This design comes from an exercise in tuning for small area, a short achievable clock period and few clock cycles per item on the open sky130 flow, not from production work. Where RTL was checked, it was by simulation tests only, not by an equivalence proof against the original.

## try-harbor
Design biriscv_divider, start of the top module:
module biriscv_divider
(
     input           clk_i
    ,input           rst_i
    ,input           opcode_valid_i
    ,input  [ 31:0]  opcode_opcode_i
    ,input  [ 31:0]  opcode_pc_i
    ,input           opcode_invalid_i
    ,input  [  4:0]  opcode_rd_idx_i
    ,input  [  4:0]  opcode_ra_idx_i
    ,input  [  4:0]  opcode_rb_idx_i
    ,input  [ 31:0]  opcode_ra_operand_i
    ,input  [ 31:0]  opcode_rb_operand_i
    ,output          writeback_valid_o
    ,output [ 31:0]  writeback_value_o
);
export LEC_CHECK = 0
export CAP_MARGIN = 20
export CORE_MARGIN = 2
export CORE_UTILIZATION = 50
export SETUP_SLACK_MARGIN = 1.5
export SLEW_MARGIN = 20
create_clock -name core_clock -period 7.0 [get_ports {clk_i}]
standard.sh (not shown) runs the stock make flow with config.mk's settings and CLKGATE_MAP_FILE= SYNTH_SCRIPT=/design/flow/synth_recipe.tcl, a recipe that flattens the netlist after the stock synthesis.
==> flow/flow/run.sh <==
#!/bin/bash
# Standard layout, with plain buffers (buf_1) on the ports instead of the
# default delay cells; repair resizes them where timing needs it.
set -euo pipefail
export BUFFER_PORTS_ARGS="-buffer_cell sky130_fd_sc_hd__buf_1"
bash standard.sh > standard.log 2>&1
try-harbor: no failed stages, no open violations at the end
Inputs modified between try-harbor and try-sierra:
- a change of CORE_UTILIZATION from 50 to 40
==> flow/run.sh (new file) <==
#!/bin/bash
# synth_recipe.tcl (not shown) runs the flow's synth.tcl, then flattens the netlist and writes it again
# the make line also repeats each setting of config.mk as NAME=value (left out here)
make -C /OpenROAD-flow-scripts/flow DESIGN_CONFIG=/design/flow/config.mk WORK_HOME=/design/flow/orfs CLKGATE_MAP_FILE= SYNTH_SCRIPT=/design/flow/synth_recipe.tcl finish
removed: flow/flow/run.sh
removed: flow/standard.sh
==> notes.md <==
Standard-cell row count: try-sierra vs try-harbor up 7
Delta (try-sierra minus try-harbor): worst path setup slack after routing went up by 0.12 ns, portion of the clock cycle consumed by the worst path in the final layout went down by 1.8 points.
> inputs changed (try-sierra -> try-violet)
- a change of CORE_UTILIZATION from 40 to 60
Findings:
try-violet finished all stages; the layout is clean. Non-clock inverter total of the final layout came out exactly the same in try-sierra and try-violet. try-sierra has lower global router's overall resource usage than try-violet. Where final area is concerned, try-sierra is outperformed by try-violet. Sort try-sierra and try-violet by first-pass iteration count of the detailed router, ascending, and try-sierra comes first. Placement-stage cell area: try-violet < try-sierra. [compare] base=try-sierra new=try-violet: setup fix buffers added after clock tree synthesis lost 5; via count of the first global-routing pass lost 262.
Setup changes, try-violet to try-onyx
- changing CORE_UTILIZATION from 60 to 40
==> flow/flow/run.sh (new file) <==
#!/bin/bash
# Standard layout, with plain buffers (buf_1) on the ports instead of the
# default delay cells; repair resizes them where timing needs it.
set -euo pipefail
export BUFFER_PORTS_ARGS="-buffer_cell sky130_fd_sc_hd__buf_1"
bash standard.sh > standard.log 2>&1
==> flow/standard.sh (new file) <==
#!/bin/bash
# synth_recipe.tcl (not shown) runs the flow's synth.tcl, then flattens the netlist and writes it again
# the make line also repeats each setting of config.mk as NAME=value (left out here)
make -C /OpenROAD-flow-scripts/flow DESIGN_CONFIG=/design/flow/config.mk WORK_HOME=/design/flow/orfs CLKGATE_MAP_FILE= SYNTH_SCRIPT=/design/flow/synth_recipe.tcl "${@:-finish}"
removed: flow/run.sh
## What came out
- Status | try-violet and try-onyx | clean
- Global placer's final weighted congestion in try-onyx vs try-violet: down about 8%
- Comparing try-violet and try-onyx, register-to-register setup slack is lower on try-violet.
- Per the comparison of try-onyx with try-violet, proportion of cell area spent on the clock network comparable.
- Destination of the critical timing path = r_q[22]$_DFF_P_: try-onyx; destination of the critical timing path = r_q[31]$_DFF_P_: try-violet
- First-iteration DRC count for try-onyx is lower than for try-violet.
- Diff try-violet -> try-onyx: global-route wire length before repair climbed 4600 um, total nets after synthesis barely changed.
- Compared with try-violet, try-onyx improves smallest setup slack after layout.
- In try-onyx the pre-CTS setup slack turned out 0.34 ns higher than in try-violet.
Function was not checked in any run of this note: the RTL went through the layout flow alone.


## v29
biriscv_divider, a different RTL version from the one above (not shown whole).
For scale: about 1600 cells after synthesis, roughly 110 flip-flops.
export LEC_CHECK = 0
export CAP_MARGIN = 20
export CORE_MARGIN = 2
export CORE_UTILIZATION = 40
export SETUP_SLACK_MARGIN = 1.25
export SLEW_MARGIN = 20
create_clock -name core_clock -period 7.0 [get_ports {clk_i}]
==> flow/flow/run.sh <==
#!/bin/bash
# Standard layout, with plain buffers (buf_1) on the ports instead of the
# default delay cells; repair resizes them where timing needs it.
set -euo pipefail
export BUFFER_PORTS_ARGS="-buffer_cell sky130_fd_sc_hd__buf_1"
export SKIP_GATE_CLONING=1
bash standard.sh > standard.log 2>&1
v29 completed every stage of the flow, and the final layout passed the timing, DRC and antenna checks.
Testbench counts of v29, summed over its fixed seeds: cycles 19,868, ops 4,800.
#### Input delta (v32 over v29)
- SETUP_SLACK_MARGIN changed from 1.25 to 1.5
--- a/flow/flow/run.sh
+++ b/flow/flow/run.sh
@@ -6 +5,0 @@
-export SKIP_GATE_CLONING=1
==> notes.md <==
| via count | v32 vs v29 | about 1.1% higher |. v32 against v29: global-route usage increased 0.71 points, global placement routability congestion increased 0.011.


before:
biriscv_divider, a different RTL version from the one above (not shown whole).
Size: about 0.013 sq mm of cells after synthesis.
clock: 7.0 ns
lec_check: 0
cap_margin: 20
core_margin: 2
core_utilization: 40
gpl_timing_driven: 0
slew_margin: 20
run.sh (not shown) runs the stock make flow with config.mk's settings and CLKGATE_MAP_FILE= SYNTH_SCRIPT=/design/flow/synth_recipe.tcl, a recipe that flattens the netlist after the stock synthesis.
Stock flow here: none of the scripts above is used.
before finished every step from synthesis to the final layout, and the layout passed the timing, DRC and antenna checks.
Testbench counts of before, summed over its fixed seeds: cycles 19,588, ops 4,800.
The following lists how after was set up differently from before:
Settings: removing GPL_TIMING_DRIVEN (formerly 0).
## What came out
Final design instance area without fill grows by a few percent when moving from before to after. Sort after and before by routed via count desc -> top: before. [compare] base=before new=after: ratio of cells with drive above 1 in the final layout up 1.7 points, worst hold slack flat, final critical path time including I/O delays and setup down 0.25 ns, worst clock skew on the final layout flat. Reported for after and before, I/O pin count turned out identical to the last digit.


job 5759:
The RTL this note starts from:
==> flow/design.v <==
module biriscv_divider
(
     input           clk_i
    ,input           rst_i
    ,input           opcode_valid_i
    ,input  [ 31:0]  opcode_opcode_i
    ,input  [ 31:0]  opcode_pc_i
    ,input           opcode_invalid_i
    ,input  [  4:0]  opcode_rd_idx_i
    ,input  [  4:0]  opcode_ra_idx_i
    ,input  [  4:0]  opcode_rb_idx_i
    ,input  [ 31:0]  opcode_ra_operand_i
    ,input  [ 31:0]  opcode_rb_operand_i
    ,output          writeback_valid_o
    ,output [ 31:0]  writeback_value_o
);
wire div_rem_inst_w = ((opcode_opcode_i & 32'hfe00707f)  == 32'h2004033)  ||
                      ((opcode_opcode_i & 32'hfe00707f) == 32'h2005033) ||
                      ((opcode_opcode_i & 32'hfe00707f)  == 32'h2006033)  ||
                      ((opcode_opcode_i & 32'hfe00707f) == 32'h2007033);
wire start_w  = opcode_valid_i & div_rem_inst_w;
wire signed_w = ~opcode_opcode_i[12];    
wire div_w    = ~opcode_opcode_i[13];    
wire [31:0] a_w = opcode_ra_operand_i;
wire [31:0] b_w = opcode_rb_operand_i;
wire a_neg_w  = signed_w & a_w[31];
wire b_neg_w  = signed_w & b_w[31];
wire [31:0] a_abs_w = a_neg_w ? -a_w : a_w;
wire [31:0] a_inv_w = a_w ^ {32{a_neg_w}};
wire [31:0] b_inv_w = b_w ^ {32{b_neg_w}};
wire [5:0]  za_w;
wire [5:0]  zb_w;
biriscv_divider_clz u_clz_a (.x_i(a_inv_w), .z_o(za_w));
biriscv_divider_clz u_clz_b (.x_i(b_inv_w), .z_o(zb_w));
wire        b_zero_w = zb_w[5] & ~b_neg_w;
wire [5:0]  za_x_w   = za_w - {5'b0, a_neg_w};
wire [5:0]  zb_x_w   = {zb_w[5] & ~b_neg_w, zb_w[4:0] | {5{zb_w[5]}}};
wire [6:0]  shift_w  = {1'b0, zb_x_w} - {1'b0, za_x_w};
wire        no_q_w   = shift_w[6] | b_zero_w;
wire [4:0]  sh_w     = {shift_w[4:1], 1'b1};
wire [65:0] e_sh_w   = {2'b11, ~b_inv_w, {32{~b_neg_w}}} << sh_w;
wire [33:0] e_init_w = e_sh_w[65:32];
reg        busy_q;
reg        valid_q;
reg [3:0]  cnt_q;
reg        div_q;       
reg        neg_q;       
reg [31:0] r_q;         
reg [33:0] e_q;         
reg        c_q;         
reg [31:0] q_q;         
wire [35:0] sum1_w  = {3'b0, r_q, 1'b1} + {1'b1, e_q, c_q};
wire [34:0] sub1_w  = sum1_w[35:1];
wire        q1_w    = ~sub1_w[34];
wire [31:0] r1_w    = q1_w ? sub1_w[31:0] : r_q;
wire [33:0] e1_w    = {1'b1, e_q[33:1]};
wire [35:0] sum2_w  = {3'b0, r1_w, 1'b1} + {1'b1, e1_w, c_q};
wire [34:0] sub2_w  = sum2_w[35:1];
wire        q2_w    = ~sub2_w[34];
wire [31:0] r2_w    = q2_w ? sub2_w[31:0] : r1_w;
always @(posedge clk_i or posedge rst_i)
if (rst_i)
begin
    busy_q  <= 1'b0;
    valid_q <= 1'b0;
    cnt_q   <= 4'b0;
end
else if (busy_q)
begin
    cnt_q   <= cnt_q - 4'd1;
    if (cnt_q == 4'd0)
    begin
        valid_q <= 1'b1;
        busy_q  <= 1'b0;
    end
    else
        valid_q <= 1'b0;
end
else
begin
    cnt_q   <= sh_w[4:1];
    valid_q <= start_w & no_q_w;
    busy_q  <= start_w & ~no_q_w;
end
always @(posedge clk_i)
if (busy_q)
begin
    if (div_q && cnt_q == 4'd0)
        r_q <= {q_q[29:0], q1_w, q2_w};
    else
        r_q <= r2_w;
    e_q <= {2'b11, e_q[33:2]};
    q_q <= {q_q[29:0], q1_w, q2_w};
end
else
begin
    r_q   <= (div_w & no_q_w) ? {32{b_zero_w}} : a_abs_w;
    e_q   <= e_init_w;
    c_q   <= ~b_neg_w;
    q_q   <= 32'b0;
    div_q <= div_w;
    neg_q <= div_w ? (a_neg_w ^ b_neg_w) & ~b_zero_w : a_neg_w;
end
assign writeback_valid_o = valid_q;
assign writeback_value_o = neg_q ? -r_q : r_q;
endmodule
module biriscv_divider_clz
(
     input  [31:0] x_i
    ,output [5:0]  z_o
);
wire [15:0] v1; wire [15:0] c1;
wire [7:0]  v2; wire [15:0] c2;
wire [3:0]  v3; wire [11:0] c3;
wire [1:0]  v4; wire [7:0]  c4;
genvar i;
generate
for (i = 0; i < 16; i = i + 1)
begin : l1
    assign v1[i] = x_i[2*i+1] | x_i[2*i];
    assign c1[i] = ~x_i[2*i+1];
end
for (i = 0; i < 8; i = i + 1)
begin : l2
    assign v2[i]         = v1[2*i+1] | v1[2*i];
    assign c2[2*i+1:2*i] = v1[2*i+1] ? {1'b0, c1[2*i+1]} : {1'b1, c1[2*i]};
end
for (i = 0; i < 4; i = i + 1)
begin : l3
    assign v3[i]         = v2[2*i+1] | v2[2*i];
    assign c3[3*i+2:3*i] = v2[2*i+1] ? {1'b0, c2[4*i+3:4*i+2]} : {1'b1, c2[4*i+1:4*i]};
end
for (i = 0; i < 2; i = i + 1)
begin : l4
    assign v4[i]         = v3[2*i+1] | v3[2*i];
    assign c4[4*i+3:4*i] = v3[2*i+1] ? {1'b0, c3[6*i+5:6*i+3]} : {1'b1, c3[6*i+2:6*i]};
end
endgenerate
wire       v5 = v4[1] | v4[0];
wire [4:0] c5 = v4[1] ? {1'b0, c4[7:4]} : {1'b1, c4[3:0]};
assign z_o = v5 ? {1'b0, c5} : 6'd32;
endmodule
export LEC_CHECK = 0
export CAP_MARGIN = 20
export CORE_MARGIN = 2
export CORE_UTILIZATION = 40
export PLACE_DENSITY = 0.75
export SETUP_SLACK_MARGIN = 1.25
export SLEW_MARGIN = 20
create_clock -name core_clock -period 7.0 [get_ports {clk_i}]
standard.sh (not shown) runs the stock make flow with config.mk's settings and CLKGATE_MAP_FILE= SYNTH_SCRIPT=/design/flow/synth_recipe.tcl, a recipe that flattens the netlist after the stock synthesis.
==> flow/flow/run.sh <==
#!/bin/bash
# Standard layout, with plain buffers (buf_1) on the ports instead of the
# default delay cells; repair resizes them where timing needs it.
set -euo pipefail
export BUFFER_PORTS_ARGS="-buffer_cell sky130_fd_sc_hd__buf_1"
bash standard.sh > standard.log 2>&1
Testbench counts of job 5759, summed over its fixed seeds: cycles 19,868, ops 4,800.
Modified inputs, job 3448 compared to job 5759
Settings: PLACE_DENSITY: 0.75 -> unset.
diff --git a/flow/flow/run.sh b/flow/flow/run.sh
--- a/flow/flow/run.sh
+++ b/flow/flow/run.sh
@@ -4,3 +4,4 @@
 set -euo pipefail
 export BUFFER_PORTS_ARGS="-buffer_cell sky130_fd_sc_hd__buf_1"
+export RECOVER_POWER=50
 bash standard.sh > standard.log 2>&1
## What came out
Job 3448: flow complete, layout not clean; failing: capacitance limit, slew limit
Compared with job 5759, in job 3448 global-route wire length before repair ~0 delta, worst endpoint data arrival time rose 0.08 ns, number of buffers and inverters on the critical path saw an increase, area growth from synthesis to layout shows a reduction of 0.98 points.
Of the two candidates, job 5759 has the worse final area and job 3448 the better one.
Area taken by flip-flops and latches delta (job 3448 -> job 5759): insignificant
Job 3448 vs job 5759: highest cell delay on the worst timing path up
~same fraction of area in clock buffers and inverters in job 3448 and job 5759
Final period utilization came out higher on job 3448 than on job 5759.
[diff] setup slack of the critical path after layout, job 3448 relative to job 5759: regression
A capturing element of the worst setup path of e_q[23]$_DFF_P_ is what job 3448 shows, while e_q[19]$_DFF_P_ belongs to job 5759.
## Diff of input files: job 4315 against job 3448
Settings: GPL_ROUTABILITY_DRIVEN: unset -> 0.
diff --git a/flow/flow/run.sh b/flow/flow/run.sh
--- a/flow/flow/run.sh
+++ b/flow/flow/run.sh
@@ -4,4 +4,3 @@
 set -euo pipefail
 export BUFFER_PORTS_ARGS="-buffer_cell sky130_fd_sc_hd__buf_1"
-export RECOVER_POWER=50
 bash standard.sh > standard.log 2>&1
[summary]
Job 4315 reached the end of the flow, and the finished layout is clean on the timing, DRC and antenna checks.
On fraction of the core area covered by cells at the end of the flow, job 4315 and job 3448 are neck and neck.
The final instance area was comparable across job 4315 and job 3448.
Global-route usage across job 4315 and job 3448: no real change.
Delta (job 4315 minus job 3448): data required time of the worst path has increased, least setup slack across all paths after layout up 0.25 ns.
Share of cell area taken by flip-flops and latches across job 4315 and job 3448: no real change.
#### Input delta (job 1549 over job 4315)
Settings: clearing GPL_ROUTABILITY_DRIVEN, which used to be 0; putting CORE_ASPECT_RATIO at 0.6 where nothing was set.
==> notes.md <==
- Max-slew headroom at the worst pin was lower in job 1549 than in job 4315.
- Between job 1549 and job 4315, the register fraction of the total cell area is higher for job 4315.
- Delta (job 1549 minus job 4315): clock buffer instance count of the final layout has decreased; count of buffers added by post-CTS timing repair for setup now smaller; time the worst path needs with I/O delays and setup rose 0.036 ns.
- On standard cell core area: between job 1549 and job 4315, it ends up lower for job 4315.
- Job 1549 ends up with a core utilization that is 0.99 points higher than in job 4315.
- Die area delta (job 4315 -> job 1549): insignificant


RTL: the design.v shown in full above, as it stands there.
clock: 7.0 ns
lec_check: 0
cap_margin: 20
core_margin: 2
core_utilization: 40
cts_cluster_diameter: 100
cts_cluster_size: 40
setup_slack_margin: 1.25
slew_margin: 20
==> flow/flow/run.sh <==
#!/bin/bash
# Standard layout, with plain buffers (buf_1) on the ports instead of the
# default delay cells; repair resizes them where timing needs it.
set -euo pipefail
export BUFFER_PORTS_ARGS="-buffer_cell sky130_fd_sc_hd__buf_1"
bash standard.sh > standard.log 2>&1
The baseline completed with no timing, DRC or antenna violations.
Testbench counts at the start, summed over its fixed seeds: cycles 19,868, ops 4,800.
Change:
--- a/flow/flow/run.sh
+++ b/flow/flow/run.sh
@@ -4,3 +4,4 @@
 set -euo pipefail
 export BUFFER_PORTS_ARGS="-buffer_cell sky130_fd_sc_hd__buf_1"
+export RECOVER_POWER=100
 bash standard.sh > standard.log 2>&1
- CTS_CLUSTER_DIAMETER: 100 -> unset
- CTS_CLUSTER_SIZE: 40 -> unset
The new run finished with max-capacitance violations, max-slew violations left.
Wire length shrinks by about 0.34%.
Area after synthesis stays the same.

==> what the ideal ports hide <==
The results above use ideal ports. As a check the final layouts listed here were re-extracted and re-timed, cells and wires unchanged. Step 1 assumes that a clkbuf_16 drives the clock port and a buf_2 every other input. Step 2, shift: input delay + t, output delay - t, t = (earliest + latest rising clock arrival at the registers) / 2. This alone moves slack from input paths to output paths. Slacks: ideal ports / drivers / drivers and shift; pairs: ideal ports / drivers.
run	t (ns)	setup WS [ns]	clock arrival spread, ns	slew at the worst register clock pin (ns)	pins driven straight from the clock port
try-harbor	0.399	1.362 / 1.359 / 0.960	0.014 / 0.013	0.08 / 0.08	1
try-sierra	0.401	1.485 / 1.507 / 1.106	0.014 / 0.014	0.09 / 0.09	1
try-violet	0.397	1.399 / 1.399 / 1.039	0.017 / 0.016	0.09 / 0.09	1
try-onyx	0.397	1.496 / 1.496 / 1.154	0.011 / 0.011	0.08 / 0.08	1
v29	0.388	1.445 / 1.461 / 1.073	0.009 / 0.010	0.08 / 0.08	1
v32	0.393	1.471 / 1.485 / 1.093	0.011 / 0.011	0.08 / 0.08	1
before	0.408	0.235 / 0.262 / -0.146	0.017 / 0.017	0.08 / 0.08	1
after	0.409	0.484 / 0.505 / 0.096	0.012 / 0.012	0.08 / 0.08	1
job 5759	0.391	1.402 / 1.427 / 1.036	0.009 / 0.009	0.08 / 0.08	1
job 3448	0.389	1.209 / 1.224 / 0.836	0.010 / 0.009	0.08 / 0.08	1
job 4315	0.383	1.454 / 1.470 / 1.087	0.011 / 0.011	0.08 / 0.08	1
job 1549	0.404	1.418 / 1.418 / 1.050	0.012 / 0.011	0.09 / 0.09	1
the first run of note 5	0.388	1.445 / 1.461 / 1.073	0.009 / 0.010	0.08 / 0.08	1
the second run of note 5	0.388	0.944 / 0.961 / 0.573	0.009 / 0.009	0.08 / 0.08	1
With both steps, setup timing fails in before, where it was met with ideal ports. For try-harbor, which loses most, drivers alone change the setup slack by -0.003 ns; drivers and shift together by -0.402 ns.
